This design comes from an exercise in tuning for small area on the open sky130 flow, not from production work.
Function was checked by simulation only, so behaviour that the tests miss may differ from the original.

==> flow/design.v <==
module quantizer #(
    parameter Q_BITS = 3         
) (
    input logic [7:0] noisy_in,   
    output logic [Q_BITS-1:0] q_out   
);
    always_comb begin
        if (noisy_in[7]) begin   
            if (noisy_in < 8'hA0)       q_out = 3'd0;   
            else if (noisy_in < 8'hC0)  q_out = 3'd1;   
            else if (noisy_in < 8'hE0)  q_out = 3'd2;   
            else                        q_out = 3'd3;   
        end else begin           
            if (noisy_in < 8'h20)       q_out = 3'd4;   
            else if (noisy_in < 8'h40)  q_out = 3'd5;   
            else if (noisy_in < 8'h60)  q_out = 3'd6;   
            else                        q_out = 3'd7;   
        end
    end
endmodule
module bmc #(
    parameter Q_BITS = 3,        
    parameter BM_WIDTH = 4       
) (
    input logic [Q_BITS-1:0] q0,   
    input logic [Q_BITS-1:0] q1,   
    output logic [8*BM_WIDTH-1:0] bm   
);
    logic [BM_WIDTH-1:0] metric_0_q0, metric_1_q0, metric_0_q1, metric_1_q1;
    assign metric_0_q0 = {1'b0, q0};
    assign metric_1_q0 = 4'd7 - {1'b0, q0};
    assign metric_0_q1 = {1'b0, q1};
    assign metric_1_q1 = 4'd7 - {1'b0, q1};
    assign bm[BM_WIDTH*0 +: BM_WIDTH] = metric_0_q0 + metric_0_q1;   
    assign bm[BM_WIDTH*1 +: BM_WIDTH] = metric_1_q0 + metric_1_q1;   
    assign bm[BM_WIDTH*2 +: BM_WIDTH] = metric_1_q0 + metric_1_q1;   
    assign bm[BM_WIDTH*3 +: BM_WIDTH] = metric_0_q0 + metric_0_q1;   
    assign bm[BM_WIDTH*4 +: BM_WIDTH] = metric_1_q0 + metric_0_q1;   
    assign bm[BM_WIDTH*5 +: BM_WIDTH] = metric_0_q0 + metric_1_q1;   
    assign bm[BM_WIDTH*6 +: BM_WIDTH] = metric_0_q0 + metric_1_q1;   
    assign bm[BM_WIDTH*7 +: BM_WIDTH] = metric_1_q0 + metric_0_q1;   
endmodule
module acs #(
    parameter BM_WIDTH = 4,      
    parameter PM_WIDTH = 10      
) (
    input logic [4*PM_WIDTH-1:0] pm,       
    input logic [8*BM_WIDTH-1:0] bm,       
    output logic [4*PM_WIDTH-1:0] new_pm,  
    output logic [7:0] decisions           
);
    logic [PM_WIDTH-1:0] pm0, pm1, pm2, pm3;
    logic [PM_WIDTH-1:0] bm0, bm1, bm2, bm3, bm4, bm5, bm6, bm7;
    assign pm0 = pm[PM_WIDTH*0 +: PM_WIDTH];
    assign pm1 = pm[PM_WIDTH*1 +: PM_WIDTH];
    assign pm2 = pm[PM_WIDTH*2 +: PM_WIDTH];
    assign pm3 = pm[PM_WIDTH*3 +: PM_WIDTH];
    assign bm0 = {{(PM_WIDTH-BM_WIDTH){1'b0}}, bm[BM_WIDTH*0 +: BM_WIDTH]};
    assign bm1 = {{(PM_WIDTH-BM_WIDTH){1'b0}}, bm[BM_WIDTH*1 +: BM_WIDTH]};
    assign bm2 = {{(PM_WIDTH-BM_WIDTH){1'b0}}, bm[BM_WIDTH*2 +: BM_WIDTH]};
    assign bm3 = {{(PM_WIDTH-BM_WIDTH){1'b0}}, bm[BM_WIDTH*3 +: BM_WIDTH]};
    assign bm4 = {{(PM_WIDTH-BM_WIDTH){1'b0}}, bm[BM_WIDTH*4 +: BM_WIDTH]};
    assign bm5 = {{(PM_WIDTH-BM_WIDTH){1'b0}}, bm[BM_WIDTH*5 +: BM_WIDTH]};
    assign bm6 = {{(PM_WIDTH-BM_WIDTH){1'b0}}, bm[BM_WIDTH*6 +: BM_WIDTH]};
    assign bm7 = {{(PM_WIDTH-BM_WIDTH){1'b0}}, bm[BM_WIDTH*7 +: BM_WIDTH]};
    logic [PM_WIDTH-1:0] pm_00_to_00, pm_01_to_00;
    assign pm_00_to_00 = pm0 + bm0;
    assign pm_01_to_00 = pm1 + bm1;
    assign new_pm[PM_WIDTH*0 +: PM_WIDTH] = (pm_00_to_00 < pm_01_to_00) ? pm_00_to_00 : pm_01_to_00;
    assign decisions[1:0] = (pm_00_to_00 < pm_01_to_00) ? 2'd0 : 2'd1;
    logic [PM_WIDTH-1:0] pm_00_to_10, pm_01_to_10;
    assign pm_00_to_10 = pm0 + bm2;
    assign pm_01_to_10 = pm1 + bm3;
    assign new_pm[PM_WIDTH*2 +: PM_WIDTH] = (pm_00_to_10 < pm_01_to_10) ? pm_00_to_10 : pm_01_to_10;
    assign decisions[5:4] = (pm_00_to_10 < pm_01_to_10) ? 2'd0 : 2'd1;
    logic [PM_WIDTH-1:0] pm_10_to_01, pm_11_to_01;
    assign pm_10_to_01 = pm2 + bm4;
    assign pm_11_to_01 = pm3 + bm5;
    assign new_pm[PM_WIDTH*1 +: PM_WIDTH] = (pm_10_to_01 < pm_11_to_01) ? pm_10_to_01 : pm_11_to_01;
    assign decisions[3:2] = (pm_10_to_01 < pm_11_to_01) ? 2'd2 : 2'd3;
    logic [PM_WIDTH-1:0] pm_10_to_11, pm_11_to_11;
    assign pm_10_to_11 = pm2 + bm6;
    assign pm_11_to_11 = pm3 + bm7;
    assign new_pm[PM_WIDTH*3 +: PM_WIDTH] = (pm_10_to_11 < pm_11_to_11) ? pm_10_to_11 : pm_11_to_11;
    assign decisions[7:6] = (pm_10_to_11 < pm_11_to_11) ? 2'd2 : 2'd3;
endmodule
module viterbi_decoder #(
    parameter STATES = 4,
    parameter N = 32,            
    parameter PM_WIDTH = 10      
) (
    input logic clk,
    input logic rst,
    input logic enable,
    output logic done,
    input logic [2*STATES-1:0] decisions,           
    input logic [STATES*PM_WIDTH-1:0] new_pm,
    output logic [STATES*N-1:0] survivor_paths,     
    output logic [STATES*PM_WIDTH-1:0] path_metrics,
    output logic [$clog2(N)-1:0] t
);
	 always_ff @(posedge clk or posedge rst) begin
		 if (rst) begin
			  for (int s = 0; s < STATES; s++) begin
					survivor_paths[N*s +: N] <= 0;
					path_metrics[PM_WIDTH*s +: PM_WIDTH] <= (s == 0) ? 0 : 255;   
			  end
			  t <= 0;
			  done <= 0;
		 end else if (enable && t < N) begin
			  path_metrics <= new_pm;
			  for (int s = 0; s < STATES; s++) begin
					logic bit_to_append;
					logic [1:0] d;
					bit_to_append = (s >= 2) ? 1'b1 : 1'b0;
					d = decisions[2*s +: 2];
					survivor_paths[N*s +: N] <= {survivor_paths[N*d +: N-1], bit_to_append};
			  end
			  t <= t + 1;
			  if (t == N-1) done <= 1;
			  else done <= 0;
		 end else begin
			  done <= (t >= N);
		 end
	end
endmodule
module viterbi_top (
    input  logic        clk,
    input  logic        rst,         
    input  logic        in_valid,    
    input  logic [7:0]  in0,         
    input  logic [7:0]  in1,         
    output logic        out_valid,   
    output logic [31:0] out_bits     
);
    localparam N = 32;
    localparam STATES = 4;
    localparam Q_BITS = 3;
    localparam BM_WIDTH = 4;
    localparam PM_WIDTH = 10;
    logic [Q_BITS-1:0] q0, q1;
    logic [8*BM_WIDTH-1:0] bm;
    logic [STATES*PM_WIDTH-1:0] pm_in, new_pm, path_metrics;
    logic [2*STATES-1:0] decisions;
    logic [STATES*N-1:0] survivor_paths;
    logic [$clog2(N)-1:0] t;
    quantizer #(.Q_BITS(Q_BITS)) quant0 (.noisy_in(in0), .q_out(q0));
    quantizer #(.Q_BITS(Q_BITS)) quant1 (.noisy_in(in1), .q_out(q1));
    bmc #(.Q_BITS(Q_BITS), .BM_WIDTH(BM_WIDTH)) bmc_inst (.q0(q0), .q1(q1), .bm(bm));
    assign pm_in = (t == 0) ? {10'd255, 10'd255, 10'd255, 10'd0} : path_metrics;
    acs #(.BM_WIDTH(BM_WIDTH), .PM_WIDTH(PM_WIDTH)) acs_inst (
        .pm(pm_in), .bm(bm), .new_pm(new_pm), .decisions(decisions)
    );
    viterbi_decoder #(.STATES(STATES), .N(N), .PM_WIDTH(PM_WIDTH)) dec (
        .clk(clk), .rst(rst), .enable(in_valid), .done(out_valid),
        .decisions(decisions), .new_pm(new_pm),
        .survivor_paths(survivor_paths), .path_metrics(path_metrics), .t(t)
    );
    always_comb begin
        logic [1:0] min_state;
        logic [PM_WIDTH-1:0] min_pm;
        min_state = 2'd0;
        min_pm = path_metrics[0 +: PM_WIDTH];
        for (int s = 1; s < STATES; s++) begin
            if (path_metrics[PM_WIDTH*s +: PM_WIDTH] < min_pm) begin
                min_pm = path_metrics[PM_WIDTH*s +: PM_WIDTH];
                min_state = s[1:0];
            end
        end
        out_bits = survivor_paths[N*min_state +: N];
    end
endmodule
==> flow/run.sh <==
#!/bin/bash
# synth_recipe.tcl (not shown) runs the flow's synth.tcl, then flattens the netlist and writes it again
# the make line also repeats each setting of config.mk as NAME=value (left out here)
make -C /OpenROAD-flow-scripts/flow DESIGN_CONFIG=/design/flow/config.mk WORK_HOME=/design/flow/orfs CLKGATE_MAP_FILE= SYNTH_SCRIPT=/design/flow/synth_recipe.tcl finish
==> flow/config.mk <==
export PLATFORM = sky130hd
export DESIGN_NAME = viterbi_top
export DESIGN_NICKNAME = viterbi_top
export VERILOG_FILES = /design/flow/design.v
export SDC_FILE = /design/flow/constraint.sdc
export NUM_CORES = 4
export LEC_CHECK = 0
export CAP_MARGIN = 20
export CORE_MARGIN = 2
export CORE_UTILIZATION = 40
export SLEW_MARGIN = 20
==> flow/constraint.sdc <==
create_clock -name core_clock -period 10.0 [get_ports {clk}]
set_input_delay 2.0000 -clock core_clock [delete_from_list [all_inputs] [get_ports {clk}]]
set_output_delay 2.0000 -clock core_clock [all_outputs]
set_load 0.01 [all_outputs]
==> run summary <==
-- cell usage in the layout (no fill, tap or decap), drive strengths merged, types with 3 or more instances in the layout --
| cell type | synthesis | routed |
|---|---|---|
| fa | 12 | 12 |
| nor2b | 4 | 4 |
| a31oi | 17 | 17 |
| o21a | 11 | 11 |
| o31ai | 39 | 39 |
| or2 | 11 | 11 |
| a21o | 33 | 33 |
| nand3 | 53 | 53 |
| nand2b | 25 | 25 |
| o22ai | 14 | 14 |
| or4 | 4 | 4 |
| buf | 40 | 16 |
| xor2 | 10 | 10 |
| dfstp | 24 | 24 |
| nor2 | 190 | 190 |
| nand2 | 45 | 45 |
| ha | 106 | 106 |
| and2 | 16 | 16 |
| o21bai | 4 | 4 |
| nand4 | 12 | 12 |
| or3 | 5 | 5 |
| nor3 | 7 | 7 |
| o31a | 5 | 5 |
| a21oi | 206 | 206 |
| xnor2 | 35 | 35 |
| inv | 57 | 63 |
| a211oi | 4 | 4 |
| dfrtp | 144 | 144 |
| clkdlybuf4s50 | 0 | 40 |
| mux2 | 9 | 9 |
| mux2i | 168 | 168 |
| o21ai | 38 | 38 |
| clkbuf | 62 | 18 |
| and3 | 32 | 32 |
| o32ai | 3 | 3 |
| clkinv | 0 | 6 |
| a311oi | 3 | 3 |
-- state kept, by name, summed over array words and instances, names as in the netlist --
register	count
dec.survivor_paths	122
dec.path_metrics	40
dec.t	5
dec.done	1
-- kinds of logic after synthesis --
group / Yosys count / share of synthesized area
flip-flops: 168 / 0.325
XOR/XNOR: 45 / 0.0303
AND/OR/NAND/NOR: 407 / 0.148
buffers and inverters: 159 / 0.0557
adder cells (fa/ha/maj): 118 / 0.120
multiplexers: 177 / 0.137
AO/OA/AOI/OAI: 392 / 0.183
-- per-layer routing --
layer,vias up,wire length (um),global-route usage
li1,5182,-,-
met1,5022,15600,0.272
met2,175,15300,0.334
met3,32,1030,0.0243
met4,0,462,0.0496
met5,-,0,0
-- path summary, 6_finish.rpt --
kind,from,slack [ns],end,cells after the start
worst max-delay path,dec.path_metrics[7]$_DFFE_PP0P_,0.67,out_bits[28],23
min in group asynchronous,rst,2.13,dec.survivor_paths[25]$_DFFE_PP0P_,2
worst max register to register,dec.t[0]$_DFFE_PP0P_,4.20,dec.survivor_paths[99]$_DFFE_PP0P_,19
worst min register to register,dec.survivor_paths[96]$_DFFE_PP0P_,0.50,dec.survivor_paths[96]$_DFFE_PP0P_,1
worst min-delay path,dec.survivor_paths[96]$_DFFE_PP0P_,0.50,dec.survivor_paths[96]$_DFFE_PP0P_,1
max in group asynchronous,rst,6.36,dec.path_metrics[19]$_DFFE_PP0P_,3
-- synth_stat cells, drive strengths merged (24+ instances only) --
cell | n | area share
buf | 40 | 0.021
a21o | 33 | 0.019
o31ai | 39 | 0.023
nand3 | 53 | 0.020
nand2b | 25 | 0.012
ha | 106 | 0.10
nand2 | 45 | 0.013
dfstp | 24 | 0.048
xnor2 | 35 | 0.024
o21ai | 38 | 0.015
dfrtp | 144 | 0.28
and3 | 32 | 0.016
nor2 | 190 | 0.056
a21oi | 206 | 0.079
clkbuf | 62 | 0.018
mux2i | 168 | 0.13
inv | 57 | 0.016
-- stage by stage --
stage / instance area (um^2)
after floorplan: 13000
after global placement: 13600
after detailed placement: 13600
after CTS: 14200
after global routing: 14200
final: 14200
-- area by class of cell --
cell class                      instances  area, um^2  share of cell area
Timing Repair Buffer                   56         528              0.0371
Multi-Input combinational cell       1139        8100               0.568
Inverter                               57         219              0.0154
Tap cell                              442         553              0.0388
Sequential cell                       168        4230               0.297
Clock buffer                           18         439              0.0308
Clock inverter                         14         175              0.0123
-- critical path, delay by kind of cell, from the launching register on --
family | cells | cell delay [ns]
compound gates | 8 | 1.79
simple gates | 7 | 1.67
buf+inv | 4 | 1.66
fa+ha+maj | 3 | 0.92
flops | 1 | 0.48
mux | 1 | 0.33
==> summary.md <==
| Metric | Value |
|---|---|
| Status | no timing/DRC/antenna violations |
| Crit end category | output pin |
| Hold bufs inserted after CTS | 0 |
| Crit path required time | about 8.0 ns |
| Primary FF master, synth | dfrtp_1 |
| Worst stage delay on the critical path | ~0.64 ns |
| Gr usage total | 0.199 |
| Max-slew headroom | 0.323 |
| RSZ-0062 raised after global routing | false |
| Htree depth | 4 |
| CTS tree | done |
| Share of layout cells above drive strength 1 | 0.0682 |
| Mapped Area | between 0.01 and 0.015 mm^2 |
| Total wire length | between 30000 and 40000 um |
| Crit share post-route | 0.933 |
| Final worst setup slack | ~0.67 ns |
| Cells after Synth | about 1500 |
| Gr ovfl total | 0 |
| Vias post-DR | 10400 |
| # clock sinks | ~170 |
| Mapped Nets | 1603 |
| Input/output buffers | 41 |
| Synth warnings | 3 |
| CP Class | reg -> out |
| Die Area | 0.0340 mm^2 |
| Max-cap violations | 0 |
| Worst slew pin tran | just over 1 ns |
| Finished Layout Cells | about 1900 |
| Hold Path Class | reg -> reg |
| Die H | roughly 180 um |
| Detailed Routing Iterations Pass 1 | 5 |
| Starting Density | 0.403 |
| Number of synthesized flops with an enable pin | 0 |
| Post-CTS Setup Repair Bufs | 0 |
| Global-route wire length before repair | roughly 55000 um |
| Fin Hold WS | 0.497 ns |
| Core area | between 0.03 and 0.04 mm^2 |
| Final ANT Viol Nets | 0 |
| Fmax | approximately 110 MHz |
| Final setup viols | 0 |
| Worst EP arrival | approximately 7.3 ns |
| Fill count | around 3200 |
| Critical Path Fanout Max | 65 |
| DRC | 0 |
| Crit-path slowest cell | clkdlybuf4s50_1 |
| Most used cell along the critical path | ha_1 |
| Hold Vio Cnt, Final | 0 |
| Worst path cell trace | inv_1 -> ha_1 -> a21oi_1 -> o21ai_0 -> a31o_2 -> nor2_4 -> buf_4 -> mux2i_1 -> ha_1 -> and2_1 -> a211oi_1 -> a21bo_2 -> buf_4 -> nand3_1 -> o21ai_1 -> ha_1 -> nand4_1 -> or3_1 -> nor2b_1 -> a311oi_4 -> and2_4 -> o31ai_1 -> clkdlybuf4s50_1 |
| Max-slew violations | 0 |
| Initial antenna violation count | 0 |
| Pre-CTS setup slack | 1.22 ns |
| Avg WL per Cell | roughly 17 um |
| Number of global-route vias before repair | 10500 |
| Fin crit period | just over 9 ns |
| Nets | about 1600 |
| CTS resizes | 0 |
| Placed Cells | ~1900 |
| Std-Cell Rows | 66 |
| Skew final | approximately 0.018 ns |
| Layout area overhead | 9.48% |
| Final HPWL from detailed placement | 21600 um |
| Total CTS buffers | 17 |
| # IOs | 52 |
| Distinct cells, synth | 64 |
| Initial DRC count | between 600 and 700 |
| Clock Tree Root | clkbuf_16 |
| Die Span X | approximately 180 um |
| Final Core Density | 0.441 |
| Deepest clock path buffer count | 2 |
| Setup tns final | 0 ns |
| CP Launch Type | register |
| Worst-Skew Late Latency | between 0.4 and 0.5 ns |
| Ys async rst share | 1.00 |
| GP Congestion | about 0.86 |
| Clock slew at reported path FFs | about 0.08 ns |
| Antenna cells | 0 |
| Mapped Avg Cell Area | approximately 8.9 um^2 |
| Pin count of the biggest net entering global routing | 184 |
| Flip-flop and latch count after synthesis | 168 |
| Post-synthesis sequential area ratio | 0.325 |
| DR vias/cell | ~5.5 |

[static timing again, ports no longer ideal]
Ports are ideal in the flow. The routed layout listed here was re-timed in OpenROAD. Step 1, drivers: a clkbuf_16 drives clk and a buf_2 each remaining input, both assumed. Step 2 moves the port delays by t, midway between the first and last clock arrival at a register: inputs arrive t later, outputs are due t later. That takes back most of the time a late clock gives input paths. Three values: ideal, step 1, step 2; two values: the first two.
shift t [ns]: 0.488
setup slack, ns: 0.674 / 0.620 / 1.108
worst setup path after step 2: register to output
worst register clock-pin slew, ns: 0.08 / 0.08
worst data-port slew with drivers (ns): 0.05
After both steps this run still meets setup and hold. The setup slack of this run moves by -0.054 ns with the drivers and by +0.434 ns with both steps.
